Source: an optimization exercise on an open RTL-to-GDS flow (aim: small area, a short achievable clock period and few clock cycles per item). Production flows keep margins and buffers that such runs may drop.
No run shown here included a check of the RTL's function; only the layout flow was run.

==> design/flow/design.v <==
module gift128(input  wire clk,
               input  wire [127:0] P,
               input  wire [127:0] K,
               input  wire ld,
               output wire [127:0] C,
               output wire done);
    localparam R = 3;     
    localparam M = 2;     
    reg  [127:0] state;
    reg  [127:0] roundkey;
    reg  [5:0]   rc;        
    reg          done_r;    
    function [127:0] sub_cells(input [127:0] s);
        reg [31:0] s0, s1, s2, s3;
        begin
            {s0, s1, s2, s3} = s;
            s1 = s1 ^ (s0 & s2);
            s0 = s0 ^ (s1 & s3);
            s2 = s2 ^ (s0 | s1);
            s3 = s3 ^ s2;
            s1 = s1 ^ s3;
            s3 = ~s3;
            s2 = s2 ^ (s0 & s1);
            sub_cells = {s3, s1, s2, s0};
        end
    endfunction
    function [127:0] perm_ark(input [127:0] s, input [127:0] w, input [5:0] c);
        reg [31:0] s0, s1, s2, s3, p0, p1, p2, p3;
        integer b;
        begin
            {s0, s1, s2, s3} = s;
            for (b = 0; b < 8; b = b + 1) begin
                p0[b +  0] = s0[4*b+0]; p0[b + 24] = s0[4*b+1]; p0[b + 16] = s0[4*b+2]; p0[b +  8] = s0[4*b+3];
                p1[b +  8] = s1[4*b+0]; p1[b +  0] = s1[4*b+1]; p1[b + 24] = s1[4*b+2]; p1[b + 16] = s1[4*b+3];
                p2[b + 16] = s2[4*b+0]; p2[b +  8] = s2[4*b+1]; p2[b +  0] = s2[4*b+2]; p2[b + 24] = s2[4*b+3];
                p3[b + 24] = s3[4*b+0]; p3[b + 16] = s3[4*b+1]; p3[b +  8] = s3[4*b+2]; p3[b +  0] = s3[4*b+3];
            end
            p2 = p2 ^ w[95:64];
            p1 = p1 ^ w[31:0];
            p3 = p3 ^ {1'b1, 25'h0, c};
            perm_ark = {p0, p1, p2, p3};
        end
    endfunction
    function [127:0] key_update(input [127:0] w);
        begin
            key_update = {w[17:16], w[31:18], w[11:0], w[15:12], w[127:32]};
        end
    endfunction
    function [5:0] rc_update(input [5:0] c);
        begin
            rc_update = {c[4:0], ~(c[5] ^ c[4])};
        end
    endfunction
    wire [127:0] st [0:R];
    wire [127:0] kw [0:R];
    wire [5:0]   cw [0:R];
    wire [127:0] st_in [0:R-1];
    wire [127:0] kw_in [0:R-1];
    wire [5:0]   cw_in [0:R-1];
    assign st[0] = state;
    assign kw[0] = roundkey;
    assign cw[0] = rc;
    genvar j;
    generate
        for (j = 0; j < R; j = j + 1) begin : rnd
            if (j == M) begin : mx
                assign st_in[j] = ld ? P : st[j];
                assign kw_in[j] = ld ? K : kw[j];
                assign cw_in[j] = ld ? 6'h01 : cw[j];
            end else begin : nomx
                assign st_in[j] = st[j];
                assign kw_in[j] = kw[j];
                assign cw_in[j] = cw[j];
            end
            assign st[j+1] = perm_ark(sub_cells(st_in[j]), kw_in[j], cw_in[j]);
            assign kw[j+1] = key_update(kw_in[j]);
            assign cw[j+1] = rc_update(cw_in[j]);
        end
    endgenerate
    wire [5:0] rc_next = cw[R];
    always @(posedge clk) begin
        done_r <= (rc_next == 6'h34);    
        state    <= st[R];
        roundkey <= kw[R];
        rc       <= rc_next;
    end
    assign C    = state;
    assign done = done_r;
endmodule
==> design/flow/flow/run.sh <==
#!/bin/bash
# The standard ORFS layout, with 1x port buffers instead of the default
# (clkdlybuf4s50_1) and, if flow/margin.txt exists, timing repair aimed that
# many ns below the clock period (setup margin). The make output goes to
# flow_std.log here; ORFS's per-step logs are under orfs/logs.
set -euo pipefail
ARGS=("BUFFER_PORTS_ARGS=-buffer_cell sky130_fd_sc_hd__buf_1")
if [[ -f flow/margin.txt ]]; then ARGS+=("SETUP_SLACK_MARGIN=$(cat flow/margin.txt)"); fi
bash standard.sh "${ARGS[@]}" finish > flow_std.log 2>&1
==> design/flow/flow/margin.txt <==
6.7
==> design/flow/standard.sh <==
#!/bin/bash
# synth_recipe.tcl (not shown) runs the flow's synth.tcl, then flattens the netlist and writes it again
# the make line also repeats each setting of config.mk as NAME=value (left out here)
make -C /OpenROAD-flow-scripts/flow DESIGN_CONFIG=/design/flow/config.mk WORK_HOME=/design/flow/orfs CLKGATE_MAP_FILE= SYNTH_SCRIPT=/design/flow/synth_recipe.tcl "${@:-finish}"
==> design/flow/config.mk <==
export PLATFORM = sky130hd
export DESIGN_NAME = gift128
export DESIGN_NICKNAME = gift128
export VERILOG_FILES = /design/flow/design.v
export SDC_FILE = /design/flow/constraint.sdc
export NUM_CORES = 4
export LEC_CHECK = 0
export CAP_MARGIN = 20
export CORE_MARGIN = 2
export CORE_UTILIZATION = 40
export SLEW_MARGIN = 20
==> design/flow/constraint.sdc <==
create_clock -name core_clock -period 10.0 [get_ports {clk}]
set_input_delay 2.0000 -clock core_clock [delete_from_list [all_inputs] [get_ports {clk}]]
set_output_delay 2.0000 -clock core_clock [all_outputs]
set_load 0.01 [all_outputs]
==> flow_metrics.py, run 1 <==
metrics = {
    "outcome": {
        "status": "finished clean",
    },
    "worst_setup_path": {
        "cp_slowest_cell": "inv_8",
        "required_ps": 10440,
        "worstSetupEndpointType": "register",
        "path_max_fanout": 54,
        "start_kind": "input port",
        "crit_arrival_ps": 3880,
        "crit_type": "in -> reg",
        "max_stage_delay_ps": 470,
        "crit_chain": "clkbuf_16 -> inv_8 -> mux2i_4 -> nor2_1 -> a21oi_1 -> o221ai_2 -> xor2_1",
    },
    "placement": {
        "place.gp.congestion": 0.9494,
        "place_worst_setup_slack_ps": 4824,
        "dp_hpwl_um": 73580,
        "dpl_cell_area_sq_um": 23780,
        "io_buffers": 386,
        "dp_cells": 3499,
    },
    "grt": {
        "antenna_found_initial": 6,
        "grt_max_degree": 55,
        "grt_overflow": 0,
        "grt_usage": 0.3243,
        "grt_pass1_vias": 19630,
        "grt_pass1_wl_um": 131800,
    },
    "floorplan": {
        "die_y_um": 235.0,
        "rows": 84,
        "io_pins": 387,
        "dieArea_sq_um": 55230,
        "core-area_sq_um": 52660,
        "start_util": 0.4054,
        "die_w_um": 235.0,
    },
    "clock_network": {
        "cts_tree": "done",
        "clkSinkCount": 263,
        "clkSlewWorstSetupHoldPaths_ps": 70,
        "clk_latency_ps": 560,
        "clockBufferDepth": 3,
        "holdBufCountCts": 0,
        "cts_root_buffer": "clkbuf_16",
        "cts_made_buffers": 35,
        "ctsHtreeMaxLevel": 2,
    },
    "sta": {
        "drv_slew": 0,
        "finClkSkew_ps": 19.73,
        "finalCritPeriodShare": 0.3445,
        "finalSetupTns_ps": 0,
        "fmax_ghz": 0.2903,
        "worstMarginPinSlew_ps": 1023,
        "hold_violations": 0,
        "timing.final.ws_setup_ps": 6555,
        "rsz0062_at_grt": "yes",
        "min_period_ps": 3445,
        "setup_viol": 0,
        "relSlewSlack": 0.2985,
    },
    "routing": {
        "post_drt_wl_per_cell_um": 26.47,
        "drtAntennaViolNets": 0,
        "drtIter0Drc": 2204,
        "drc": 0,
        "routed_wl_um": 95400,
        "avgViaCountPerCell": 5.914,
        "vias": 21320,
        "first_pass_iters": 5,
    },
    "min_path": {
        "hold_path_class": "reg -> reg",
    },
    "logic_synthesis": {
        "synth_edf_count": 0,
        "synth_flop_cell": "dfxtp_1",
        "synth_top_cell_by_area": "dfxtp_1",
        "seq_area_frac_synth": 0.2466,
        "yosysWarnings": 1,
        "syn_nets": 2747,
        "yosys.area.top_type_share": 0.2466,
        "ys_ff_latch": 263,
        "postSynthAreaPerCell_sq_um": 8.577,
        "synth_area_sq_um": 21350,
        "synth.area.top_cells": "dfxtp_1 25%, xnor2_1 13%, mux2_2 8.2%",
        "synth_cells": 2489,
        "ys_types": 115,
        "synth-async-reset-ratio": 0,
    },
    "layout": {
        "final_cell_mix": "376 x buf_1, 308 x xnor2_1, 217 x nand2_1",
        "synthToLayoutAreaGrowth_pct": 23.69,
        "final_common_cell": "buf_1",
        "layout.cells.non_filler": 3604,
        "nFillCells": 5019,
        "finalInstanceArea_sq_um": 26410,
        "drive_gt1_frac": 0.1933,
        "fin_nets": 3144,
    },
    "run": {
        "drv_cap": 0,
    },
}
==> cell families (layout without fill, tap and decap cells) <==
| logic type | Yosys count | in the layout | share of synthesized area |
|---|---|---|---|
| xor gates and xnor gates | 478 | 478 | 0.2215 |
| muxes | 238 | 238 | 0.1236 |
| AOI/OAI and AO/OA | 586 | 586 | 0.1908 |
| and+or+nand+nor | 819 | 819 | 0.1965 |
| buffers and inverters | 105 | 528 | 0.02092 |
| other | 0 | 4 | 0 |
| DFF | 263 | 263 | 0.2466 |
==> sequential cells by signal (all words and copies together), names as in the netlist <==
signal    count
done_r        1
rc            6
roundkey    128
state       128
==> worst paths after layout <==
path / slack, ps / end / cells after the start / start
min: 510 / roundkey[2]$_DFF_P_ / 1 / roundkey[98]$_DFF_P_
max: 6560 / state[62]$_DFF_P_ / 7 / ld
max reg2reg: 6700 / state[42]$_DFF_P_ / 10 / state[54]$_DFF_P_
min reg2reg: 510 / roundkey[2]$_DFF_P_ / 1 / roundkey[98]$_DFF_P_
==> layer usage <==
layer	track usage	share of wire
met5	0	0.00042
met1	0.4293	0.42
met3	0.06156	0.082
met2	0.5112	0.44
met4	0.1458	0.053
==> metrics by stage <==
step	hold WS, ps	utilization
final	506.5	0.5015
after floorplan	448.8	-
after detailed placement	491.5	0.4516
after CTS	504.8	0.4894
after global routing	534.6	0.5013
after global placement	488.8	0.4516
==> worst max-delay path: cells and delay by family <==
family | cells | cell delay (ps)
AOI/OAI and AO/OA | 2 | 370
xor gates and xnor gates | 1 | 190
buffers and inverters | 2 | 670
muxes | 1 | 470
and+or+nand+nor | 1 | 150
==> cell type report <==
type / count / area [sq um] / share of cell area
antenna: 4 / 10.01 / 0.0003791
clock buffer: 47 / 1032 / 0.03909
clock inverter: 16 / 252.7 / 0.009572
inverter: 36 / 161.4 / 0.006113
multi-input combinational: 2121 / 16580 / 0.6278
sequential: 263 / 5379 / 0.2037
tap: 688 / 860.8 / 0.03260
timing repair buffer: 426 / 2098 / 0.07946
timing repair inverter: 3 / 33.78 / 0.001279
==> repair_timing <==
| item | 4_1_cts | 5_1_grt |
|---|---|---|
| endpoints found under the setup margin | 210 | 85 |
| resized for setup | 138 | 83 |
| pin swaps | 6 | 9 |
| cloned | 8 | 5 |
| endpoints found under the hold margin | 0 | 0 |
| setup buffers | 5 | 20 |
==> synthesized netlist by cell type (19+ instances only) <==
| library cell | number |
|---|---|
| dfxtp_1 | 263 |
| or3_1 | 22 |
| or4_1 | 21 |
| nand2b_1 | 82 |
| a31oi_1 | 19 |
| mux2i_1 | 75 |
| nor2_1 | 187 |
| nor2b_1 | 42 |
| a22oi_1 | 28 |
| and2_1 | 48 |
| nand3_1 | 39 |
| o21ai_0 | 131 |
| xnor2_1 | 324 |
| nor3_1 | 33 |
| xor2_1 | 111 |
| and3_1 | 35 |
| o31ai_1 | 26 |
| mux2_2 | 156 |
| nand2_1 | 219 |
| xnor3_1 | 26 |
| a211oi_1 | 19 |
| clkbuf_1 | 27 |
| a21oi_1 | 135 |
| o21a_1 | 26 |
| inv_1 | 35 |
==> run 2, diff against run 1 <==
==> design/flow/flow/margin.txt (replaced) <==
6.4
--- a/design/flow/config.mk
+++ b/design/flow/config.mk
@@ -10,2 +10,4 @@
 export CORE_UTILIZATION = 40
+export CTS_CLUSTER_DIAMETER = 120
+export CTS_CLUSTER_SIZE = 24
 export SLEW_MARGIN = 20
==> run 2 against run 1 <==
Highest routed layer is now met4. Fmax shrank 5.2%. Critical path depth grew 1. Critical endpoint is now state[7]$_DFF_P_. Still clean on timing, DRC and antenna. Largest cell class unchanged. Global-route usage shrank 0.71 points.
==> flow_metrics.py, run 2 <==
metrics = {
    "outcome": {
        "status": "finished clean",
    },
    "min_path": {
        "hold_depth": 2,
        "hp-start": "roundkey[104]$_DFF_P_",
        "hold_end": "roundkey[8]$_DFF_P_",
        "hold_path_class": "reg -> reg",
    },
    "grt": {
        "grt_pass1_wl_um": 129600,
        "grt_overflow": 0,
        "antenna_found_initial": 3,
        "grt_usage": 0.3172,
        "grt_pass1_vias": 19080,
        "grt_max_degree": 72,
    },
    "logic_synthesis": {
        "ys_types": 115,
        "synth_flop_cell": "dfxtp_1",
        "synth.area.top_cells": "dfxtp_1 25%, xnor2_1 13%, mux2_2 8.2%",
        "synth_edf_count": 0,
        "ys_ff_latch": 263,
        "synth-async-reset-ratio": 0,
        "synth_fa_ha_area_frac": 0,
        "synth_cells": 2489,
        "muxShareOfSynthArea": 0.1236,
        "postSynthAreaPerCell_sq_um": 8.577,
        "yosys-top-cells-count": "324 x xnor2_1, 263 x dfxtp_1, 219 x nand2_1, 187 x nor2_1, 156 x mux2_2",
        "synth_compound_area_frac": 0.1908,
        "synth_top_cell_by_area": "dfxtp_1",
        "syn_nets": 2747,
        "yosysWarnings": 1,
        "synth_top_family_by_area": "XOR/XNOR gates",
        "seq_area_frac_synth": 0.2466,
        "yosys.area.top_type_share": 0.2466,
        "yosysMostFrequentCell": "xnor2_1",
        "synth_simple_gate_area_frac": 0.1965,
        "synth_area_sq_um": 21350,
        "synth_xor_area_frac": 0.2215,
    },
    "routing": {
        "avgViaCountPerCell": 5.889,
        "first_pass_iters": 5,
        "vias": 20810,
        "routed_wl_um": 92330,
        "drtIter0Drc": 2014,
        "drtAntennaViolNets": 0,
        "post_drt_wl_per_cell_um": 26.13,
        "drc": 0,
    },
    "sta": {
        "worstMarginPinSlew_ps": 932.1,
        "min_period_ps": 3633,
        "fmax_ghz": 0.2753,
        "finClkSkew_ps": 55.88,
        "finalSetupTns_ps": 0,
        "relSlewSlack": 0.3741,
        "setup_viol": 0,
        "hold_violations": 0,
        "finalCritPeriodShare": 0.3633,
        "drv_slew": 0,
        "rsz0062_at_grt": "yes",
    },
    "floorplan": {
        "dieArea_sq_um": 55230,
        "io_pins": 387,
        "start_util": 0.4054,
        "rows": 84,
        "die_w_um": 235.0,
        "die_y_um": 235.0,
        "core-area_sq_um": 52660,
    },
    "placement": {
        "dp_hpwl_um": 73970,
        "place.gp.congestion": 0.9422,
        "io_buffers": 386,
        "dpl_cell_area_sq_um": 23490,
    },
    "worst_setup_path": {
        "max_stage_delay_ps": 690,
        "worst_r2r_path_depth": 8,
        "path_max_fanout": 8,
        "worstSetupEndpointType": "register",
        "required_ps": 10390,
        "start_kind": "register",
        "crit_chain": "mux2_2 -> a22oi_1 -> xor2_1 -> xnor2_1 -> o21ai_0 -> nand2_1 -> o21ai_0 -> a21oi_1",
        "crit_top_cell": "o21ai_0",
        "crit_arrival_ps": 4030,
        "r2r-start": "state[120]$_DFF_P_",
        "crit_type": "reg -> reg",
        "cp_slowest_cell": "xnor2_1",
        "reg2reg_to": "state[7]$_DFF_P_",
        "timing.reg2reg.setup_slack_ps": 6370,
    },
    "layout": {
        "synthToLayoutAreaGrowth_pct": 14.32,
        "final_common_cell": "buf_1",
        "finalInstanceArea_sq_um": 24400,
        "reg_top3": "roundkey (128), state (128), rc (6)",
        "final_cell_mix": "385 x buf_1, 323 x xnor2_1, 261 x dfxtp_1",
        "nFillCells": 5207,
        "drive_gt1_frac": 0.1087,
        "fin_nets": 3093,
    },
    "clock_network": {
        "cts_root_buffer": "clkbuf_16",
        "ctsHtreeMaxLevel": 1,
        "clkSlewWorstSetupHoldPaths_ps": 110,
        "clkSinkCount": 263,
        "cts_made_buffers": 16,
        "cts_tree": "done",
        "clockBufferDepth": 3,
        "clk_latency_ps": 580,
    },
    "run": {
        "drv_cap": 0,
    },
}
-- run 2: cell counts after synthesis --
No cell type changed its count.
-- run 2: worst max-delay path by stage --
stage	slack, ps	to	startpoint	cells after the start
floorplan	6340	state[54]$_DFF_P_	ld	10
global placement	4770	state[37]$_DFF_P_	ld	8
detailed placement	4710	state[53]$_DFF_P_	ld	8
CTS	6400	state[46]$_DFF_P_	ld	7
global route	6330	state[105]$_DFF_P_	state[55]$_DFF_P_	10
finish	6370	state[7]$_DFF_P_	state[120]$_DFF_P_	8
-- run 2: cells by family (layout without fill, tap and decap cells) --
family,after synthesis,count (layout)
AO/OA/AOI/OAI,586,586
AND/OR/NAND/NOR,819,819
multiplexers,238,238
XOR/XNOR,478,478
buffers and inverters,105,458
other,0,3
flip-flops,263,263
-- run 2: repair_timing --
item,CTS,global route
buffers inserted,0,1
resized for setup,30,12
gates cloned,5,1
hold buffers,0,0
endpoints found under the setup margin,156,29
-- run 2: critical path: cells and delay by family, from the launching register on --
kind	cells	cell delay, ps
flops	1	620
mux	1	390
simple gates	1	160
xor+xnor	2	840
compound gates	4	1440
-- run 2: metal layers --
| metal | global-route usage | vias to the layer above | share of wire |
|---|---|---|---|
| li1 | - | 9638 | - |
| met1 | 0.4361 | 10050 | 0.44 |
| met2 | 0.5041 | 965 | 0.45 |
| met3 | 0.04100 | 158 | 0.069 |
| met4 | 0.1227 | 0 | 0.044 |
| met5 | 0 | - | 0 |
-- run 2: cell type report --
cell class	count	area [sq um]	share of cell area
Multi-Input combinational cell	2121	15850	0.6495
Tap cell	688	860.8	0.03527
Timing Repair inverter	1	8.758	0.0003589
Timing Repair Buffer	396	1724	0.07065
Inverter	36	151.4	0.006204
Sequential cell	263	5268	0.2158
Antenna cell	3	7.507	0.0003076
Clock buffer	17	404.1	0.01656
Clock inverter	8	128.9	0.005281
-- run 2: per-stage QoR --
stage          cells  hold WS [ps]  worst slack, ps    util
2_1_floorplan   2489         448.8             6336       -
3_3_place_gp    3498         486.9             4768  0.4459
3_5_place_dp    3498         496.0             4705  0.4461
4_1_cts         3528         514.6             6403  0.4613
5_1_grt         3530         540.2             6335  0.4633
6_report        3533         512.5             6367  0.4635
==> run 3, diff against run 2 <==
--- a/design/flow/design.v
+++ b/design/flow/design.v
@@ -6,3 +6,3 @@
                output wire done);
-    localparam R = 3;     
+    localparam R = 2;     
     localparam M = 2;     
@@ -79,7 +79,7 @@
     endgenerate
-    wire [5:0] rc_next = cw[R];
+    wire [5:0] rc_next = ld ? 6'h01 : cw[R];
     always @(posedge clk) begin
         done_r <= (rc_next == 6'h34);    
-        state    <= st[R];
-        roundkey <= kw[R];
+        state    <= ld ? P : st[R];
+        roundkey <= ld ? K : kw[R];
         rc       <= rc_next;
--- a/design/flow/config.mk
+++ b/design/flow/config.mk
@@ -10,4 +10,2 @@
 export CORE_UTILIZATION = 40
-export CTS_CLUSTER_DIAMETER = 120
-export CTS_CLUSTER_SIZE = 24
 export SLEW_MARGIN = 20
removed: design/flow/flow/margin.txt
==> run 3 against run 2 <==
Hold slack worse by 10 ps. Design area decreased by 22%. Area after synthesis is 24% lower. Utilization is 1.6 points higher. Sequential share of layout area grew 6.0 points. Highest routed layer is now met5.
==> flow_metrics.py, run 3 <==
metrics = {
    "grt": {
        "top_usage_layer": "met2",
        "grt_pass1_vias": 13620,
        "grt_pass1_wl_um": 85220,
        "grt_util_met2": 0.4598,
        "antenna_found_initial": 3,
        "gr-usage-met3": 0.03882,
        "gr-usage-met1": 0.3778,
        "grt_overflow": 0,
        "grt_max_degree": 97,
        "grt_usage": 0.2737,
    },
    "sta": {
        "relSlewSlack": 0.2928,
        "fmax_ghz": 0.2635,
        "finClkSkew_ps": 11.71,
        "worstMarginPinSlew_ps": 1061,
        "hold_violations": 0,
        "finalSetupTns_ps": 0,
        "rsz0062_at_grt": "no",
        "min_period_ps": 3795,
        "drv_slew": 0,
        "finalCritPeriodShare": 0.3795,
        "setup_viol": 0,
    },
    "run": {
        "drv_cap": 0,
    },
    "worst_setup_path": {
        "max_stage_delay_ps": 870,
        "r2r-start": "state[43]$_DFF_P_",
        "reg2reg_to": "state[32]$_DFF_P_",
        "cp_slowest_cell": "buf_4",
        "timing.reg2reg.setup_slack_ps": 7110,
        "start_kind": "input port",
        "worst_r2r_path_depth": 7,
        "required_ps": 10460,
        "crit_type": "in -> reg",
        "critical_path_buf_inv_count": 2,
        "path_max_fanout": 96,
        "crit_arrival_ps": 4250,
        "worstSetupEndpointType": "register",
        "worst_path_dominant_cell_family": "buffers and inverters",
        "crit_chain": "clkbuf_4 -> buf_4 -> mux2_2",
    },
    "floorplan": {
        "die_y_um": 205.0,
        "io_pins": 387,
        "rows": 73,
        "die_w_um": 205.0,
        "start_util": 0.4058,
        "core-area_sq_um": 39820,
        "dieArea_sq_um": 42030,
    },
    "logic_synthesis": {
        "synth_fa_ha_area_frac": 0,
        "synth_xor_area_frac": 0.1796,
        "yosysMostFrequentCell": "dfxtp_1",
        "synth_area_sq_um": 16160,
        "synth_flop_cell": "dfxtp_1",
        "seq_area_frac_synth": 0.3258,
        "syn_nets": 2074,
        "ys_ff_latch": 263,
        "ys_types": 71,
        "synth.area.top_cells": "dfxtp_1 33%, xnor2_1 14%, mux2_2 11%",
        "yosys.area.top_type_share": 0.3258,
        "synth_edf_count": 0,
        "synth-async-reset-ratio": 0,
        "synth_cells": 1816,
        "synth_compound_area_frac": 0.1677,
        "yosys-top-cells-count": "263 x dfxtp_1, 259 x xnor2_1, 179 x nand2_1, 151 x mux2_2, 111 x nor2_1",
        "postSynthAreaPerCell_sq_um": 8.900,
        "yosysWarnings": 1,
        "synth_top_family_by_area": "XOR/XNOR gates",
        "synth_simple_gate_area_frac": 0.1710,
        "muxShareOfSynthArea": 0.1373,
        "synth_top_cell_by_area": "dfxtp_1",
    },
    "layout": {
        "drive_gt1_frac": 0.1075,
        "multiInputGateArea_sq_um": 10600,
        "synthToLayoutAreaGrowth_pct": 18.09,
        "final_util": 0.4793,
        "fin_nets": 2441,
        "nFillCells": 3942,
        "seqCellArea_sq_um": 5265,
        "final_common_cell": "buf_1",
        "reg_top3": "roundkey (128), state (128), rc (6)",
        "layout.cells.non_filler": 2731,
        "final_cell_mix": "385 x buf_1, 263 x dfxtp_1, 259 x xnor2_1",
    },
    "routing": {
        "drtAntennaViolNets": 0,
        "post_drt_wl_per_cell_um": 21.61,
        "first_pass_iters": 5,
        "avgViaCountPerCell": 5.375,
        "drc": 0,
        "drtIter0Drc": 944,
        "routed_wl_um": 59030,
        "vias": 14680,
    },
    "min_path": {
        "hold_path_class": "reg -> reg",
        "hold_depth": 1,
        "hp-start": "roundkey[80]$_DFF_P_",
        "hold_end": "roundkey[16]$_DFF_P_",
    },
    "placement": {
        "dp_hpwl_um": 48060,
        "place.gp.congestion": 0.8830,
        "io_buffers": 386,
        "dp_cells": 2676,
    },
    "clock_network": {
        "clkSinkCount": 263,
        "cts_made_buffers": 30,
        "holdBufCountCts": 0,
        "cts_resized": 0,
        "cts_tree": "done",
        "clk_latency_ps": 570,
        "clockBufferDepth": 3,
        "clkSlewWorstSetupHoldPaths_ps": 60,
        "cts_root_buffer": "clkbuf_16",
        "ctsHtreeMaxLevel": 1,
        "cts_setup_buffers": 0,
    },
    "outcome": {
        "status": "finished clean",
    },
}
run 3: changes by cell type after synthesis, moves of 40 or more:
cell | previous run | this run
nor2_1 | 187 | 111
a21oi_1 | 135 | 61
xor2_1 | 111 | 52
o21ai_1 | 9 | 74
xnor2_1 | 324 | 259
nand2_1 | 219 | 179
run 3: worst reg2reg max path, stage by stage, from the launching register on:
cell and delay (ps):
dfxtp_1 520, and4b_1 250, a211oi_2 250, xor2_2 350, mux2_1 370, a211oi_1 740
xor2_1 200, o21ai_1 70
run 3: kinds of logic (layout without fill, tap and decap cells):
family / Yosys count / after routing
multiplexers: 201 / 201
XOR/XNOR: 322 / 322
AO/OA/AOI/OAI: 413 / 413
buffers and inverters: 71 / 460
AND/OR/NAND/NOR: 546 / 546
other: 0 / 1
flip-flops: 263 / 263
run 3: worst max path at each step:
stage | depth (start not counted) | endpoint | slack [ps] | from
after floorplan | 5 | state[38]$_DFF_P_ | 6550 | ld
after global placement | 3 | roundkey[9]$_DFF_P_ | 5750 | ld
after detailed placement | 3 | roundkey[95]$_DFF_P_ | 5680 | ld
after CTS | 3 | roundkey[100]$_DFF_P_ | 6260 | ld
after global routing | 3 | roundkey[91]$_DFF_P_ | 6090 | ld
final | 3 | roundkey[91]$_DFF_P_ | 6200 | ld
run 3: layer usage:
layer,routed length (um),part of all wire
met5,31,0.00053
met4,891,0.015
met3,4142,0.070
met2,27470,0.47
met1,26500,0.45
run 3: cell type report:
cell class,count,area share
tap,525,0.03442
clock inverter,10,0.005703
timing repair buffer,390,0.07768
antenna,1,0.0001311
multi-input combinational,1482,0.5551
inverter,16,0.003147
clock buffer,44,0.04792
sequential,263,0.2759
run 3: metrics by stage:
| stage | setup slack (ps) | hold slack, ps | area (sq um) |
|---|---|---|---|
| after floorplan | 6548 | 472.6 | 16160 |
| after global placement | 5746 | 485.1 | 18060 |
| after detailed placement | 5677 | 494.3 | 18060 |
| after CTS | 6262 | 507.4 | 19080 |
| after global routing | 6095 | 526.1 | 19080 |
| final | 6205 | 502.5 | 19090 |
==> run 4, diff against run 3 <==
==> design/flow/flow/margin.txt (new file) <==
6.5
==> run 4 against run 3 <==
Fmax grew 9.4%. Critical path depth shrank 2. Flip-flop and latch count is the same. Utilization is essentially flat. Global-route usage is essentially flat. Highest routed layer unchanged. Synthesized cell count is the same. Clock skew grew 2.2 ps. Still clean on timing, DRC and antenna. Area after synthesis is the same. Hold slack lost 1.6 ps.
==> flow_metrics.py, run 4 <==
metrics = {
    "outcome": {
        "status": "finished clean",
    },
    "floorplan": {
        "io_pins": 387,
        "core-area_sq_um": 39820,
        "rows": 73,
        "dieArea_sq_um": 42030,
        "die_w_um": 205.0,
        "die_y_um": 205.0,
        "start_util": 0.4058,
    },
    "worst_setup_path": {
        "cp_slowest_cell": "dfxtp_1",
        "max_stage_delay_ps": 650,
        "crit_type": "reg -> out",
        "path_max_fanout": 9,
        "crit_arrival_ps": 1470,
        "required_ps": 8000,
        "worst_r2r_path_depth": 7,
        "reg2reg_to": "state[32]$_DFF_P_",
        "critical_path_buf_inv_count": 1,
        "timing.reg2reg.setup_slack_ps": 7090,
        "worst_path_dominant_cell_family": "flip-flops",
        "r2r-start": "state[43]$_DFF_P_",
        "worstSetupEndpointType": "primary output",
        "start_kind": "register",
        "crit_chain": "buf_1",
    },
    "clock_network": {
        "clkSlewWorstSetupHoldPaths_ps": 60,
        "ctsHtreeMaxLevel": 1,
        "cts_tree": "done",
        "cts_root_buffer": "clkbuf_16",
        "cts_setup_buffers": 0,
        "clockBufferDepth": 3,
        "clk_latency_ps": 580,
        "clkSinkCount": 263,
        "cts_made_buffers": 30,
    },
    "grt": {
        "antenna_found_initial": 3,
        "grt_max_degree": 97,
        "grt_overflow": 0,
        "grt_pass1_wl_um": 85300,
        "grt_usage": 0.2738,
        "grt_pass1_vias": 13610,
    },
    "placement": {
        "place.gp.congestion": 0.8830,
        "dp_cells": 2676,
        "io_buffers": 386,
        "dp_hpwl_um": 48060,
    },
    "logic_synthesis": {
        "yosys.area.top_type_share": 0.3258,
        "syn_nets": 2074,
        "synth_top_cell_by_area": "dfxtp_1",
        "seq_area_frac_synth": 0.3258,
        "synth-async-reset-ratio": 0,
        "postSynthAreaPerCell_sq_um": 8.900,
        "ys_ff_latch": 263,
        "synth_edf_count": 0,
        "synth_area_sq_um": 16160,
        "yosysMostFrequentCell": "dfxtp_1",
        "yosys-top-cells-count": "263 x dfxtp_1, 259 x xnor2_1, 179 x nand2_1, 151 x mux2_2, 111 x nor2_1",
        "synth.area.top_cells": "dfxtp_1 33%, xnor2_1 14%, mux2_2 11%",
        "yosysWarnings": 1,
        "synth_cells": 1816,
        "synth_flop_cell": "dfxtp_1",
        "ys_types": 71,
    },
    "layout": {
        "fin_nets": 2441,
        "multiInputGateArea_sq_um": 10600,
        "reg_top3": "roundkey (128), state (128), rc (6)",
        "final_cell_mix": "385 x buf_1, 262 x dfxtp_1, 259 x xnor2_1",
        "nFillCells": 3936,
        "drive_gt1_frac": 0.1079,
        "layout.cells.non_filler": 2731,
        "final_common_cell": "buf_1",
        "synthToLayoutAreaGrowth_pct": 18.19,
        "seqCellArea_sq_um": 5266,
    },
    "routing": {
        "avgViaCountPerCell": 5.402,
        "wl_met2_um": 27590,
        "drtIter0Drc": 932,
        "routed_wl_um": 59140,
        "drc": 0,
        "top_layer": "met5",
        "routed-wl-met3_um": 3733,
        "vias": 14750,
        "post_drt_wl_per_cell_um": 21.65,
        "first_pass_iters": 5,
        "drtAntennaViolNets": 0,
        "wl_met1_um": 26880,
    },
    "sta": {
        "hold_violations": 0,
        "worstMarginPinSlew_ps": 898.5,
        "relSlewSlack": 0.3974,
        "finalCritPeriodShare": 0.3469,
        "finalSetupTns_ps": 0,
        "fmax_ghz": 0.2883,
        "setup_viol": 0,
        "drv_slew": 0,
        "rsz0062_at_grt": "no",
        "min_period_ps": 3469,
        "finClkSkew_ps": 13.90,
    },
    "min_path": {
        "hp-start": "roundkey[80]$_DFF_P_",
        "hold_depth": 1,
        "hold_end": "roundkey[16]$_DFF_P_",
        "hold_path_class": "reg -> reg",
    },
    "run": {
        "drv_cap": 0,
    },
}
==> run 4: changes by cell type in the layout (fill, tap and decap cells not counted) <==
cell	before	now
dfxtp_2	0	1
buf_4	4	2
clkbuf_4	1	0
clkbuf_8	9	10
dfxtp_1	263	262
buf_6	0	2
==> run 4: cell type report <==
type / count / area share
timing repair buffer: 390 / 0.07834
sequential: 263 / 0.2757
inverter: 16 / 0.003144
clock buffer: 44 / 0.04788
antenna: 1 / 0.0001310
clock inverter: 10 / 0.005699
tap: 525 / 0.03439
multi-input combinational: 1482 / 0.5547
==> run 4: how the worst max path moves through the flow <==
stage                 startpoint                    to  slack (ps)  cells past startpoint
2_1_floorplan                 ld     state[38]$_DFF_P_        6550                      5
6_report       state[30]$_DFF_P_                 C[30]        6530                      1
5_1_grt        state[31]$_DFF_P_                 C[31]        6510                      1
3_3_place_gp                  ld   roundkey[9]$_DFF_P_        5750                      3
4_1_cts        state[31]$_DFF_P_                 C[31]        6520                      1
3_5_place_dp                  ld  roundkey[95]$_DFF_P_        5680                      3
==> run 4: repair_timing <==
| item | 4_1_cts | 5_1_grt |
|---|---|---|
| gates resized for setup | 4 | 0 |
| setup endpoints to repair | 113 | 0 |
| hold buffers | 0 | 0 |
| hold endpoints to repair | 0 | 0 |
==> run 4: cell families (layout without fill, tap and decap cells) <==
family | after synthesis | count (layout) | share of synthesized area
and+or+nand+nor | 546 | 546 | 0.1710
AOI/OAI and AO/OA | 413 | 413 | 0.1677
xor gates and xnor gates | 322 | 322 | 0.1796
DFF | 263 | 263 | 0.3258
muxes | 201 | 201 | 0.1373
buffers and inverters | 71 | 460 | 0.01866
other | 0 | 1 | 0
==> run 4: stage by stage <==
stage                     setup slack (ps)  instance area (sq um)  hold slack [ps]  utilization
after floorplan                       6548                  16160            472.6            -
after global placement                5746                  18060            485.1       0.4535
after detailed placement              5677                  18060            494.3       0.4535
after CTS                             6521                  19100            507.4       0.4796
after global routing                  6511                  19100            526.1       0.4796
final                                 6531                  19100            500.9       0.4796
==> run 4: per-layer routing <==
layer  track usage  vias to the layer above
met5             0                        -
met4       0.04317                        4
met3       0.03898                       55
met2        0.4596                      496
met1        0.3784                     7034
li1              -                     7163
==> run 5, diff against run 4 <==
==> design/flow/flow/margin.txt (replaced) <==
7.1
==> run 5 against run 4 <==
Still clean on timing, DRC and antenna. Wire length increased by 7.4%. Worst setup slack improved by 350 ps. Via count up 5.8%. Area after synthesis stayed put. Critical path depth did not move. First-iteration DRC count increased by 7.8%. Synthesized cell count unchanged. Utilization is 6.7 points higher. Clock-buffer cell count increased by 2.
==> flow_metrics.py, run 5 <==
metrics = {
    "placement": {
        "dp_hpwl_um": 47640,
        "place.gp.congestion": 0.8983,
        "io_buffers": 386,
        "place_worst_setup_slack_ps": 5881,
    },
    "worst_setup_path": {
        "timing.reg2reg.setup_slack_ps": 7230,
        "worstSetupEndpointType": "primary output",
        "cp_slowest_cell": "dfxtp_4",
        "start_kind": "register",
        "critical_path_buf_inv_count": 1,
        "crit_arrival_ps": 1120,
        "worst_r2r_path_depth": 9,
        "crit_chain": "buf_6",
        "max_stage_delay_ps": 410,
        "crit_cells": 1,
        "required_ps": 8000,
        "path_max_fanout": 2,
        "crit_type": "reg -> out",
        "worst_path_dominant_cell_family": "flip-flops",
    },
    "sta": {
        "hold_violations": 0,
        "drv_slew": 0,
        "timing.final.ws_setup_ps": 6884,
        "worstMarginPinSlew_ps": 865.8,
        "finClkSkew_ps": 9.480,
        "setup_viol": 0,
        "relSlewSlack": 0.4228,
        "finalSetupTns_ps": 0,
        "min_period_ps": 3116,
        "fmax_ghz": 0.3210,
        "rsz0062_at_grt": "yes",
        "finalCritPeriodShare": 0.3116,
    },
    "min_path": {
        "hold_depth": 1,
        "hold_path_class": "reg -> reg",
    },
    "logic_synthesis": {
        "synth.area.top_cells": "dfxtp_1 33%, xnor2_1 14%, mux2_2 11%",
        "yosys-top-cells-count": "263 x dfxtp_1, 259 x xnor2_1, 179 x nand2_1, 151 x mux2_2, 111 x nor2_1",
        "yosys.area.top_type_share": 0.3258,
        "yosysMostFrequentCell": "dfxtp_1",
        "synth_area_sq_um": 16160,
        "synth-async-reset-ratio": 0,
        "synth_edf_count": 0,
        "postSynthAreaPerCell_sq_um": 8.900,
        "yosysWarnings": 1,
        "synth_top_cell_by_area": "dfxtp_1",
        "syn_nets": 2074,
        "ys_ff_latch": 263,
        "synth_flop_cell": "dfxtp_1",
        "ys_types": 71,
        "synth_cells": 1816,
        "seq_area_frac_synth": 0.3258,
    },
    "clock_network": {
        "ctsHtreeMaxLevel": 1,
        "holdBufCountCts": 0,
        "cts_made_buffers": 30,
        "cts_root_buffer": "clkbuf_16",
        "clkSinkCount": 263,
        "clk_latency_ps": 580,
        "cts_tree": "done",
        "clkSlewWorstSetupHoldPaths_ps": 60,
        "clockBufferDepth": 3,
    },
    "routing": {
        "avgViaCountPerCell": 5.427,
        "vias": 15610,
        "drtAntennaViolNets": 0,
        "drtIter0Drc": 1005,
        "post_drt_wl_per_cell_um": 22.08,
        "drc": 0,
        "routed_wl_um": 63490,
        "first_pass_iters": 5,
    },
    "outcome": {
        "status": "finished clean",
    },
    "grt": {
        "grt_max_degree": 114,
        "grt_pass1_wl_um": 91310,
        "grt_usage": 0.2940,
        "grt_pass1_vias": 14820,
        "grt_overflow": 0,
        "antenna_found_initial": 3,
    },
    "layout": {
        "reg_top3": "roundkey (128), state (128), rc (6)",
        "drive_gt1_frac": 0.2729,
        "final_cell_mix": "259 x xnor2_1, 256 x buf_1, 179 x nand2_1",
        "final_common_cell": "xnor2_1",
        "fin_nets": 2583,
        "synthToLayoutAreaGrowth_pct": 34.59,
    },
    "floorplan": {
        "io_pins": 387,
        "start_util": 0.4058,
        "core-area_sq_um": 39820,
        "rows": 73,
        "die_w_um": 205.0,
        "die_y_um": 205.0,
        "dieArea_sq_um": 42030,
    },
    "run": {
        "drv_cap": 0,
    },
}
-- run 5: logic make-up (layout without fill, tap and decap cells) --
family / count (synthesis) / after routing / share of synthesized area
AND/OR/NAND/NOR: 546 / 546 / 0.1710
AO/OA/AOI/OAI: 413 / 413 / 0.1677
XOR/XNOR: 322 / 322 / 0.1796
flip-flops: 263 / 263 / 0.3258
multiplexers: 201 / 201 / 0.1373
buffers and inverters: 71 / 604 / 0.01866
other: 0 / 2 / 0
-- run 5: final timing paths --
kind,start,endpoint
setup / recovery,state[28]$_DFF_P_,C[28]
hold / removal,roundkey[103]$_DFF_P_,roundkey[39]$_DFF_P_
hold reg to reg,roundkey[103]$_DFF_P_,roundkey[39]$_DFF_P_
setup reg to reg,state[46]$_DFF_P_,state[0]$_DFF_P_
-- run 5: metal layers --
layer,GRT usage,share of wire,vias up
li1,-,-,7458
met1,0.3871,0.43,7488
met2,0.4937,0.47,561
met3,0.04598,0.070,100
met4,0.08941,0.032,2
met5,0,0.00016,-
-- run 5: what timing repair did --
item / in CTS / in global routing
setup buffers: 137 / 5
gates resized for setup: 538 / 5
gates cloned: 2 / 0
endpoints found under the setup margin: 352 / 159
-- run 5: final cells by class --
cell class	count	area, sq um
diodes	2	5.005
clock buffers	46	942.2
clock inverters	10	127.6
fillers	3704	18070
inverters	16	60.06
multi-input cells	1482	10610
flip-flops and latches	263	5749
well taps	525	656.9
repair buffers	532	3602
-- run 5: metrics by stage --
stage	cell area [sq um]	util	instances	hold slack, ps
2_1_floorplan	16320	-	1816	472.4
3_3_place_gp	18060	0.4535	2674	488.8
3_5_place_dp	18060	0.4535	2674	490.4
4_1_cts	21700	0.5449	2869	508.8
5_1_grt	21750	0.5462	2875	530.2
6_report	21750	0.5462	2876	510.6
==> run 6, diff against run 5 <==
==> design/flow/flow/margin.txt (replaced) <==
6.8
==> run 6 against run 5 <==
Final cell count is 4.4% lower. Still clean. Sequential share of layout area is 1.9 points higher. Critical endpoint is now C[27].
==> flow_metrics.py, run 6 <==
metrics = {
    "outcome": {
        "status": "finished clean",
    },
    "floorplan": {
        "die_w_um": 205.0,
        "start_util": 0.4058,
        "dieArea_sq_um": 42030,
        "core-area_sq_um": 39820,
        "io_pins": 387,
        "die_y_um": 205.0,
        "rows": 73,
    },
    "grt": {
        "gr-usage-met1": 0.3721,
        "grt_pass1_vias": 13820,
        "grt_usage": 0.2802,
        "grt_max_degree": 110,
        "antenna_found_initial": 4,
        "gr-usage-met3": 0.05902,
        "grt_util_met2": 0.4620,
        "grt_pass1_wl_um": 86430,
        "grt_overflow": 0,
        "top_usage_layer": "met2",
    },
    "clock_network": {
        "holdBufCountCts": 0,
        "clkSinkCount": 263,
        "cts_root_buffer": "clkbuf_16",
        "cts_tree": "done",
        "clockBufferDepth": 3,
        "ctsHtreeMaxLevel": 1,
        "clk_latency_ps": 580,
        "clkSlewWorstSetupHoldPaths_ps": 60,
        "cts_made_buffers": 31,
    },
    "placement": {
        "io_buffers": 386,
        "dp_hpwl_um": 47720,
        "dpl_cell_area_sq_um": 18060,
        "place_worst_setup_slack_ps": 5464,
        "dp_cells": 2674,
        "place.gp.congestion": 0.8906,
    },
    "logic_synthesis": {
        "yosys.area.top_type_share": 0.3258,
        "synth_top_cell_by_area": "dfxtp_1",
        "yosys-top-cells-count": "263 x dfxtp_1, 259 x xnor2_1, 179 x nand2_1, 151 x mux2_2, 111 x nor2_1",
        "seq_area_frac_synth": 0.3258,
        "syn_nets": 2074,
        "synth_area_sq_um": 16160,
        "postSynthAreaPerCell_sq_um": 8.900,
        "yosysWarnings": 1,
        "yosysMostFrequentCell": "dfxtp_1",
        "synth_flop_cell": "dfxtp_1",
        "synth-async-reset-ratio": 0,
        "ys_ff_latch": 263,
        "synth.area.top_cells": "dfxtp_1 33%, xnor2_1 14%, mux2_2 11%",
        "ys_types": 71,
        "synth_edf_count": 0,
        "synth_cells": 1816,
    },
    "routing": {
        "post_drt_wl_per_cell_um": 22.09,
        "first_pass_iters": 6,
        "vias": 14890,
        "drtAntennaViolNets": 0,
        "drtIter0Drc": 1079,
        "routed_wl_um": 60740,
        "drc": 0,
        "avgViaCountPerCell": 5.416,
    },
    "layout": {
        "nFillCells": 3934,
        "final_util": 0.4985,
        "drive_gt1_frac": 0.2028,
        "seqCellArea_sq_um": 5628,
        "layout.cells.non_filler": 2749,
        "final_cell_mix": "319 x buf_1, 259 x xnor2_1, 179 x nand2_1",
        "multiInputGateArea_sq_um": 10600,
        "fin_nets": 2458,
        "finalInstanceArea_sq_um": 19850,
        "final_common_cell": "buf_1",
        "synthToLayoutAreaGrowth_pct": 22.82,
        "reg_top3": "roundkey (128), state (128), rc (6)",
        "n_antenna_cell": 0,
    },
    "sta": {
        "setup_viol": 0,
        "min_period_ps": 3174,
        "finClkSkew_ps": 13.60,
        "fmax_ghz": 0.3150,
        "finalCritPeriodShare": 0.3174,
        "hold_ws_ps": 507.2,
        "worstMarginPinSlew_ps": 939.1,
        "finalSetupTns_ps": 0,
        "rsz0062_at_grt": "yes",
        "hold_violations": 0,
        "drv_slew": 0,
        "timing.final.ws_setup_ps": 6826,
        "relSlewSlack": 0.3701,
    },
    "worst_setup_path": {
        "timing.reg2reg.setup_slack_ps": 7110,
        "path_max_fanout": 7,
        "worstSetupEndpointType": "primary output",
        "max_stage_delay_ps": 430,
        "crit_arrival_ps": 1170,
        "crit_chain": "buf_1",
        "worst_path_dominant_cell_family": "flip-flops",
        "cp_slowest_cell": "dfxtp_4",
        "start_kind": "register",
        "crit_type": "reg -> out",
        "required_ps": 8000,
        "critical_path_buf_inv_count": 1,
    },
    "run": {
        "drv_cap": 0,
    },
    "min_path": {
        "hold_path_class": "reg -> reg",
    },
}
[run 6: path summary, 6_finish.rpt]
check	startpoint	end	cells after the start
min	roundkey[101]$_DFF_P_	roundkey[37]$_DFF_P_	1
max	state[27]$_DFF_P_	C[27]	1
max reg2reg	state[11]$_DFF_P_	state[32]$_DFF_P_	8
min reg2reg	roundkey[101]$_DFF_P_	roundkey[37]$_DFF_P_	1
[run 6: cell families (layout without fill, tap and decap cells)]
family	Yosys count	in the layout	share of synthesized area
AND/OR/NAND/NOR	546	546	0.1710
AO/OA/AOI/OAI	413	413	0.1677
XOR/XNOR	322	322	0.1796
flip-flops	263	263	0.3258
multiplexers	201	201	0.1373
buffers and inverters	71	479	0.01866
[run 6: area by class of cell]
| cell class | count | area share |
|---|---|---|
| clock inverters | 18 | 0.01418 |
| inverters | 16 | 0.003026 |
| flip-flops and latches | 263 | 0.2835 |
| clock buffers | 39 | 0.04311 |
| multi-input cells | 1482 | 0.5338 |
| well taps | 525 | 0.03309 |
| repair buffers | 406 | 0.08932 |
[run 6: what timing repair did]
item / CTS / global route
cloned: 2 / 0
pin swaps: 0 / 0
buffers inserted: 6 / 10
endpoints found under the setup margin: 340 / 85
gates resized for setup: 216 / 64
[run 6: routing by layer]
layer / vias to the layer above / wire [um]
li1: 7197 / -
met5: - / 27
met4: 4 / 1564
met1: 7073 / 26690
met3: 83 / 4470
met2: 532 / 27990
==> run 7, diff against run 6 <==
--- a/design/flow/config.mk
+++ b/design/flow/config.mk
@@ -10,2 +10,4 @@
 export CORE_UTILIZATION = 40
+export CTS_CLUSTER_DIAMETER = 120
+export CTS_CLUSTER_SIZE = 24
 export SLEW_MARGIN = 20
==> run 7 against run 6 <==
Still clean. Global-route usage is 0.35 points lower. Final cell count shrank 1.9%. Die area unchanged. Sequential share of layout area grew 0.89 points. Via count is 2.0% lower. Clock skew grew 0.54 ps. Design area decreased by 5.2%. First-iteration DRC count is 7.3% lower. Register-to-register slack improved by 40 ps. Highest routed layer unchanged.
==> flow_metrics.py, run 7 <==
metrics = {
    "layout": {
        "seqCellArea_sq_um": 5503,
        "final_cell_mix": "375 x buf_1, 259 x xnor2_1, 179 x nand2_1",
        "final_common_cell": "buf_1",
        "drive_gt1_frac": 0.1592,
        "nFillCells": 4037,
        "reg_top3": "roundkey (128), state (128), rc (6)",
        "layout.cells.non_filler": 2698,
        "n_antenna_cell": 0,
        "fin_nets": 2431,
        "synthToLayoutAreaGrowth_pct": 16.45,
        "multiInputGateArea_sq_um": 10600,
    },
    "worst_setup_path": {
        "worst_path_dominant_cell_family": "flip-flops",
        "crit_arrival_ps": 1170,
        "crit_type": "reg -> out",
        "start_kind": "register",
        "required_ps": 8000,
        "worstSetupEndpointType": "primary output",
        "critical_path_buf_inv_count": 1,
        "cp_slowest_cell": "dfxtp_4",
        "path_max_fanout": 7,
        "crit_chain": "buf_2",
        "max_stage_delay_ps": 460,
    },
    "floorplan": {
        "start_util": 0.4058,
        "io_pins": 387,
        "rows": 73,
        "die_w_um": 205.0,
        "dieArea_sq_um": 42030,
        "die_y_um": 205.0,
        "core-area_sq_um": 39820,
    },
    "clock_network": {
        "clkSlewWorstSetupHoldPaths_ps": 100,
        "cts_made_buffers": 14,
        "clkSinkCount": 263,
        "clockBufferDepth": 3,
        "holdBufCountCts": 0,
        "cts_root_buffer": "clkbuf_16",
        "clk_latency_ps": 520,
        "ctsHtreeMaxLevel": 1,
        "cts_tree": "done",
    },
    "grt": {
        "grt_overflow": 0,
        "grt_usage": 0.2767,
        "grt_pass1_wl_um": 85320,
        "antenna_found_initial": 5,
        "grt_pass1_vias": 13560,
        "grt_max_degree": 110,
    },
    "sta": {
        "drv_slew": 0,
        "setup_viol": 0,
        "hold_violations": 0,
        "finalSetupTns_ps": 0,
        "worstMarginPinSlew_ps": 959.8,
        "hold_ws_ps": 510.8,
        "fmax_ghz": 0.3159,
        "finClkSkew_ps": 14.14,
        "timing.final.ws_setup_ps": 6835,
        "rsz0062_at_grt": "no",
        "finalCritPeriodShare": 0.3165,
        "relSlewSlack": 0.3563,
        "min_period_ps": 3165,
    },
    "placement": {
        "place.gp.congestion": 0.8906,
        "dp_cells": 2674,
        "io_buffers": 386,
        "place_worst_setup_slack_ps": 5464,
        "dp_hpwl_um": 47720,
    },
    "routing": {
        "drtAntennaViolNets": 0,
        "vias": 14590,
        "drtIter0Drc": 1000,
        "avgViaCountPerCell": 5.407,
        "routed_wl_um": 60060,
        "post_drt_wl_per_cell_um": 22.26,
        "first_pass_iters": 5,
        "drc": 0,
    },
    "logic_synthesis": {
        "synth_flop_cell": "dfxtp_1",
        "yosys.area.top_type_share": 0.3258,
        "syn_nets": 2074,
        "postSynthAreaPerCell_sq_um": 8.900,
        "yosysWarnings": 1,
        "synth_top_cell_by_area": "dfxtp_1",
        "yosys-top-cells-count": "263 x dfxtp_1, 259 x xnor2_1, 179 x nand2_1, 151 x mux2_2, 111 x nor2_1",
        "synth_area_sq_um": 16160,
        "synth_edf_count": 0,
        "ys_types": 71,
        "seq_area_frac_synth": 0.3258,
        "yosysMostFrequentCell": "dfxtp_1",
        "synth-async-reset-ratio": 0,
        "synth.area.top_cells": "dfxtp_1 33%, xnor2_1 14%, mux2_2 11%",
        "synth_cells": 1816,
        "ys_ff_latch": 263,
    },
    "outcome": {
        "status": "finished clean",
    },
    "min_path": {
        "hold_path_class": "reg -> reg",
    },
    "run": {
        "drv_cap": 0,
    },
}
[run 7: path summary, 6_finish.rpt]
path	slack (ps)	start	depth (start not counted)	to
worst max-delay path	6830	state[28]$_DFF_P_	1	C[28]
worst min-delay path	510	roundkey[102]$_DFF_P_	1	roundkey[38]$_DFF_P_
worst max register to register	7150	state[43]$_DFF_P_	7	state[32]$_DFF_P_
worst min register to register	510	roundkey[102]$_DFF_P_	1	roundkey[38]$_DFF_P_
[run 7: kinds of logic after synthesis]
group | share of synthesized area
flip-flops | 0.3258
XOR/XNOR | 0.1796
AND/OR/NAND/NOR | 0.1710
AO/OA/AOI/OAI | 0.1677
multiplexers | 0.1373
buffers and inverters | 0.01866
[run 7: layer usage]
metal  GRT usage  routed length, um  up-vias  part of all wire
met5           0                 40        -           0.00067
met4     0.06295               1337        6             0.022
met3     0.06188               4187       61             0.070
met2      0.4566              27700      435              0.46
met1      0.3674              26800     6977              0.45
li1            -                  -     7110                 -
[run 7: what timing repair did]
action | in CTS | in global routing
cloned | 2 | 0
resized for setup | 135 | 39
setup endpoints to repair | 321 | 83
hold endpoints to repair | 0 | 0
buffers inserted | 0 | 6
[run 7: metrics by stage]
| step | area (sq um) | util |
|---|---|---|
| 6_report | 18820 | 0.4726 |
| 3_3_place_gp | 18060 | 0.4534 |
| 4_1_cts | 18710 | 0.4698 |
| 3_5_place_dp | 18060 | 0.4534 |
| 2_1_floorplan | 16180 | - |
| 5_1_grt | 18820 | 0.4726 |
[run 7: final cells by class]
cell class              instances  area share
clock buffers                  16     0.02014
well taps                     525     0.03490
inverters                      16    0.003191
multi-input cells            1482      0.5630
repair buffers                396     0.08642
flip-flops and latches        263      0.2924
==> run 8, diff against run 7 <==
--- a/design/flow/design.v
+++ b/design/flow/design.v
@@ -6,3 +6,3 @@
                output wire done);
-    localparam R = 2;     
+    localparam R = 3;     
     localparam M = 2;     
@@ -12,16 +12,2 @@
     reg          done_r;    
-    function [127:0] sub_cells(input [127:0] s);
-        reg [31:0] s0, s1, s2, s3;
-        begin
-            {s0, s1, s2, s3} = s;
-            s1 = s1 ^ (s0 & s2);
-            s0 = s0 ^ (s1 & s3);
-            s2 = s2 ^ (s0 | s1);
-            s3 = s3 ^ s2;
-            s1 = s1 ^ s3;
-            s3 = ~s3;
-            s2 = s2 ^ (s0 & s1);
-            sub_cells = {s3, s1, s2, s0};
-        end
-    endfunction
     function [127:0] perm_ark(input [127:0] s, input [127:0] w, input [5:0] c);
@@ -74,3 +60,5 @@
             end
-            assign st[j+1] = perm_ark(sub_cells(st_in[j]), kw_in[j], cw_in[j]);
+            wire [127:0] sb;
+            gift_sbox_layer sbox (.a(st_in[j]), .y(sb));
+            assign st[j+1] = perm_ark(sb, kw_in[j], cw_in[j]);
             assign kw[j+1] = key_update(kw_in[j]);
@@ -79,7 +67,7 @@
     endgenerate
-    wire [5:0] rc_next = ld ? 6'h01 : cw[R];
+    wire [5:0] rc_next = cw[R];
     always @(posedge clk) begin
         done_r <= (rc_next == 6'h34);    
-        state    <= ld ? P : st[R];
-        roundkey <= ld ? K : kw[R];
+        state    <= st[R];
+        roundkey <= kw[R];
         rc       <= rc_next;
@@ -89 +77,23 @@
 endmodule
+module gift_sbox_layer(input wire [127:0] a, output wire [127:0] y);
+    genvar i;
+    generate
+        for (i = 0; i < 32; i = i + 1) begin : nib
+            gift_sbox sb (.s0(a[96+i]), .s1(a[64+i]), .s2(a[32+i]), .s3(a[i]),
+                          .y0(y[96+i]), .y1(y[64+i]), .y2(y[32+i]), .y3(y[i]));
+        end
+    endgenerate
+endmodule
+module gift_sbox(input wire s0, input wire s1, input wire s2, input wire s3,
+                 output wire y0, output wire y1, output wire y2, output wire y3);
+    wire t1 = s1 ^ (s0 & s2);
+    wire t0 = s0 ^ (t1 & s3);
+    wire t2 = s2 ^ (t0 | t1);
+    wire t3 = s3 ^ t2;
+    wire u1 = t1 ^ t3;
+    wire u2 = t2 ^ (t0 & u1);
+    assign y0 = ~t3;
+    assign y1 = u1;
+    assign y2 = u2;
+    assign y3 = t0;
+endmodule
==> design/flow/flow/margin.txt (replaced) <==
6.4
--- a/design/flow/config.mk
+++ b/design/flow/config.mk
@@ -13 +13,2 @@
 export SLEW_MARGIN = 20
+export SYNTH_HIERARCHICAL = 1
==> run 8 against run 7 <==
Die area rose by 22%. Largest cell class unchanged. Critical path type is now in -> reg. Utilization fell by 2.7 points. Still clean. Clock-buffer cell count fell by 1. Worst setup slack got worse by 390 ps. Global-route usage rose by 1.7 points. Sequential share of layout area fell by 5.1 points. Hold slack barely moved. Flip-flop and latch count did not move. Register-to-register slack got worse by 690 ps. First-iteration DRC count rose by 58%. Design area rose by 16%.
==> flow_metrics.py, run 8 <==
metrics = {
    "routing": {
        "drc": 0,
        "first_pass_iters": 5,
        "avgViaCountPerCell": 5.520,
        "vias": 17860,
        "drtAntennaViolNets": 0,
        "post_drt_wl_per_cell_um": 24.57,
        "routed_wl_um": 79510,
        "drtIter0Drc": 1579,
    },
    "sta": {
        "hold_violations": 0,
        "finalSetupTns_ps": 0,
        "fmax_ghz": 0.2811,
        "relSlewSlack": 0.3499,
        "setup_viol": 0,
        "finalCritPeriodShare": 0.3557,
        "finClkSkew_ps": 36.63,
        "min_period_ps": 3557,
        "rsz0062_at_grt": "yes",
        "timing.final.ws_setup_ps": 6443,
        "drv_slew": 0,
        "worstMarginPinSlew_ps": 975.1,
    },
    "clock_network": {
        "clk_latency_ps": 540,
        "clkSlewWorstSetupHoldPaths_ps": 110,
        "cts_tree": "done",
        "cts_made_buffers": 15,
        "cts_root_buffer": "clkbuf_16",
        "cts_setup_buffers": 0,
        "clkSinkCount": 263,
        "clockBufferDepth": 3,
        "holdBufCountCts": 0,
        "ctsHtreeMaxLevel": 1,
    },
    "layout": {
        "synthToLayoutAreaGrowth_pct": 9.862,
        "layout.cells.non_filler": 3236,
        "finalInstanceArea_sq_um": 21830,
        "final_cell_mix": "385 x buf_1, 354 x xnor2_1, 264 x nand2_1",
        "final_common_cell": "buf_1",
        "reg_top3": "roundkey (128), state (128), rc (6)",
        "fin_nets": 2828,
        "drive_gt1_frac": 0.09179,
        "nFillCells": 5005,
    },
    "grt": {
        "grt_pass1_wl_um": 107900,
        "grt_usage": 0.2935,
        "grt_overflow": 0,
        "grt_pass1_vias": 16120,
        "grt_max_degree": 65,
        "antenna_found_initial": 2,
    },
    "logic_synthesis": {
        "synth.area.top_cells": "dfxtp_1 27%, xnor2_1 16%, mux2_2 10%",
        "seq_area_frac_synth": 0.2650,
        "yosysWarnings": 7,
        "synth_top_cell_by_area": "dfxtp_1",
        "synth_flop_cell": "dfxtp_1",
        "synth-async-reset-ratio": 0,
        "postSynthAreaPerCell_sq_um": 8.661,
        "yosysMostFrequentCell": "xnor2_1",
        "syn_nets": 2552,
        "ys_types": 23,
        "synth_cells": 2294,
        "synth_area_sq_um": 19870,
        "synth_edf_count": 0,
        "yosys-top-cells-count": "359 x xnor2_1, 264 x nand2_1, 263 x dfxtp_1, 192 x a21oi_1, 192 x mux2i_1",
        "ys_ff_latch": 263,
        "yosys.area.top_type_share": 0.2650,
    },
    "floorplan": {
        "dieArea_sq_um": 51470,
        "core-area_sq_um": 48950,
        "die_y_um": 226.9,
        "start_util": 0.4059,
        "io_pins": 387,
        "rows": 81,
        "die_w_um": 226.9,
    },
    "placement": {
        "dp_cells": 3215,
        "dpl_cell_area_sq_um": 21130,
        "place.gp.congestion": 0.9561,
        "place_worst_setup_slack_ps": 4754,
        "dp_hpwl_um": 66020,
        "io_buffers": 386,
    },
    "worst_setup_path": {
        "worst_r2r_path_depth": 11,
        "start_kind": "input port",
        "worstSetupEndpointType": "register",
        "crit_type": "in -> reg",
        "required_ps": 10450,
        "timing.reg2reg.setup_slack_ps": 6460,
        "crit_arrival_ps": 4010,
        "path_max_fanout": 61,
    },
    "outcome": {
        "status": "finished clean",
    },
    "run": {
        "drv_cap": 0,
    },
    "min_path": {
        "hold_path_class": "reg -> reg",
        "hold_depth": 1,
    },
}
## run 8: cell types whose count changed in the layout (fill, tap and decap cells not counted), moves of 29 or more
cell      change
mux2i_1     +153
a21oi_1     +128
dfxtp_1     +128
dfxtp_2      -97
nand3b_1     +96
xnor2_1      +95
o211ai_1     +94
nand2_1      +85
nand2b_1     -85
nand3_1      +82
xor2_1       +80
mux2_2       +34
dfxtp_4      -31
o21ai_1      -29
## run 8: routing by layer
layer,vias to the layer above,global-route usage,share of wire
met5,-,0,0
met4,0,0.09911,0.036
met3,102,0.03641,0.065
met2,729,0.5024,0.47
met1,8547,0.3798,0.43
li1,8485,-,-
## run 8: area by class of cell
| type | instances | area [sq um] | area share |
|---|---|---|---|
| Antenna cell | 1 | 2.502 | 0.0001146 |
| Clock buffer | 15 | 375.4 | 0.01720 |
| Clock inverter | 3 | 35.03 | 0.001605 |
| Inverter | 3 | 11.26 | 0.0005159 |
| Multi-Input combinational cell | 1894 | 13670 | 0.6263 |
| Sequential cell | 263 | 5265 | 0.2412 |
| Tap cell | 664 | 830.8 | 0.03806 |
| Timing Repair Buffer | 393 | 1638 | 0.07504 |
## run 8: path summary, 6_finish.rpt
kind / startpoint / end
worst max-delay path: ld / state[95]$_DFF_P_
worst min-delay path: roundkey[114]$_DFF_P_ / roundkey[18]$_DFF_P_
worst max register to register: state[3]$_DFF_P_ / state[91]$_DFF_P_
worst min register to register: roundkey[114]$_DFF_P_ / roundkey[18]$_DFF_P_
## run 8: repair_timing
item	CTS	global route
resized for setup	26	64
pin swaps	0	1
endpoints found under the hold margin	0	0
cloned	0	2
setup endpoints to repair	152	74
## run 8: worst max-delay path, cell delays in order
cell,delay (ps)
clkbuf_16,300
buf_16,230
buf_12,260
mux2_2,420
nand2_1,90
o21ai_0,110
xnor2_1,360
xor2_1,180
## run 8: modules after synthesis, one instance, submodules excluded, a selection
module,flip-flops and latches,cell area (sq um),times used
gift128,263,10260,1
gift_sbox,0,100.1,96
## run 8: stage by stage
stage / hold slack [ps] / utilization
floorplan: 479.7 / -
CTS: 516.3 / 0.4418
detailed placement: 492.5 / 0.4316
global route: 528.8 / 0.4459
finish: 510.7 / 0.4459
global placement: 483.8 / 0.4316
## run 8: logic make-up (layout without fill, tap and decap cells)
group,count (synthesis),count (layout),synth area share
DFF,263,263,0.2650
xor gates and xnor gates,501,501,0.2209
other,0,1,0
AOI/OAI and AO/OA,455,455,0.1267
muxes,377,377,0.2016
buffers and inverters,137,414,0.05397
and+or+nand+nor,561,561,0.1319

port drivers added, routing unchanged:
The flow's constraints put no driver on any port. The routed layouts listed below were extracted and timed again, unchanged, in two steps.
Step 1 (the two cells are an assumption about what drives the block):
set clk [get_ports {clk}]
set_driving_cell -lib_cell sky130_fd_sc_hd__clkbuf_16 $clk
set_driving_cell -lib_cell sky130_fd_sc_hd__buf_2 [delete_from_list [all_inputs] $clk]
Step 2 adds t to the input delays and takes it off the output delays; t is the mean of the earliest and latest rising clock arrival at the registers after step 1. Input paths then give back, and output paths get back, about the clock's delay inside the block.
Slacks: ideal / step 1 / step 2; pairs: ideal / step 1.
run | t (ns) | setup WS [ns] | clock arrival spread, ns | worst data-port slew with drivers (ns) | pins driven straight from the clock port
run 1 | 0.616 | 6.555 / 6.423 / 5.807 | 0.020 / 0.020 | 0.24 | 1
run 2 | 0.614 | 6.367 / 6.289 / 5.675 | 0.056 / 0.056 | 0.17 | 1
run 3 | 0.619 | 6.205 / 6.234 / 5.615 | 0.012 / 0.012 | 0.10 | 1
run 4 | 0.620 | 6.531 / 6.479 / 6.150 | 0.014 / 0.014 | 0.10 | 1
run 5 | 0.629 | 6.884 / 6.832 / 6.517 | 0.011 / 0.011 | 0.10 | 1
run 6 | 0.627 | 6.826 / 6.774 / 6.241 | 0.014 / 0.014 | 0.07 | 1
run 7 | 0.566 | 6.835 / 6.779 / 6.335 | 0.014 / 0.015 | 0.08 | 1
run 8 | 0.581 | 6.443 / 6.447 / 5.866 | 0.037 / 0.036 | 0.05 | 1
After both steps setup and hold are still met in every run listed. For run 1, which loses most, drivers alone change the setup slack by -0.132 ns; drivers and shift together by -0.748 ns.
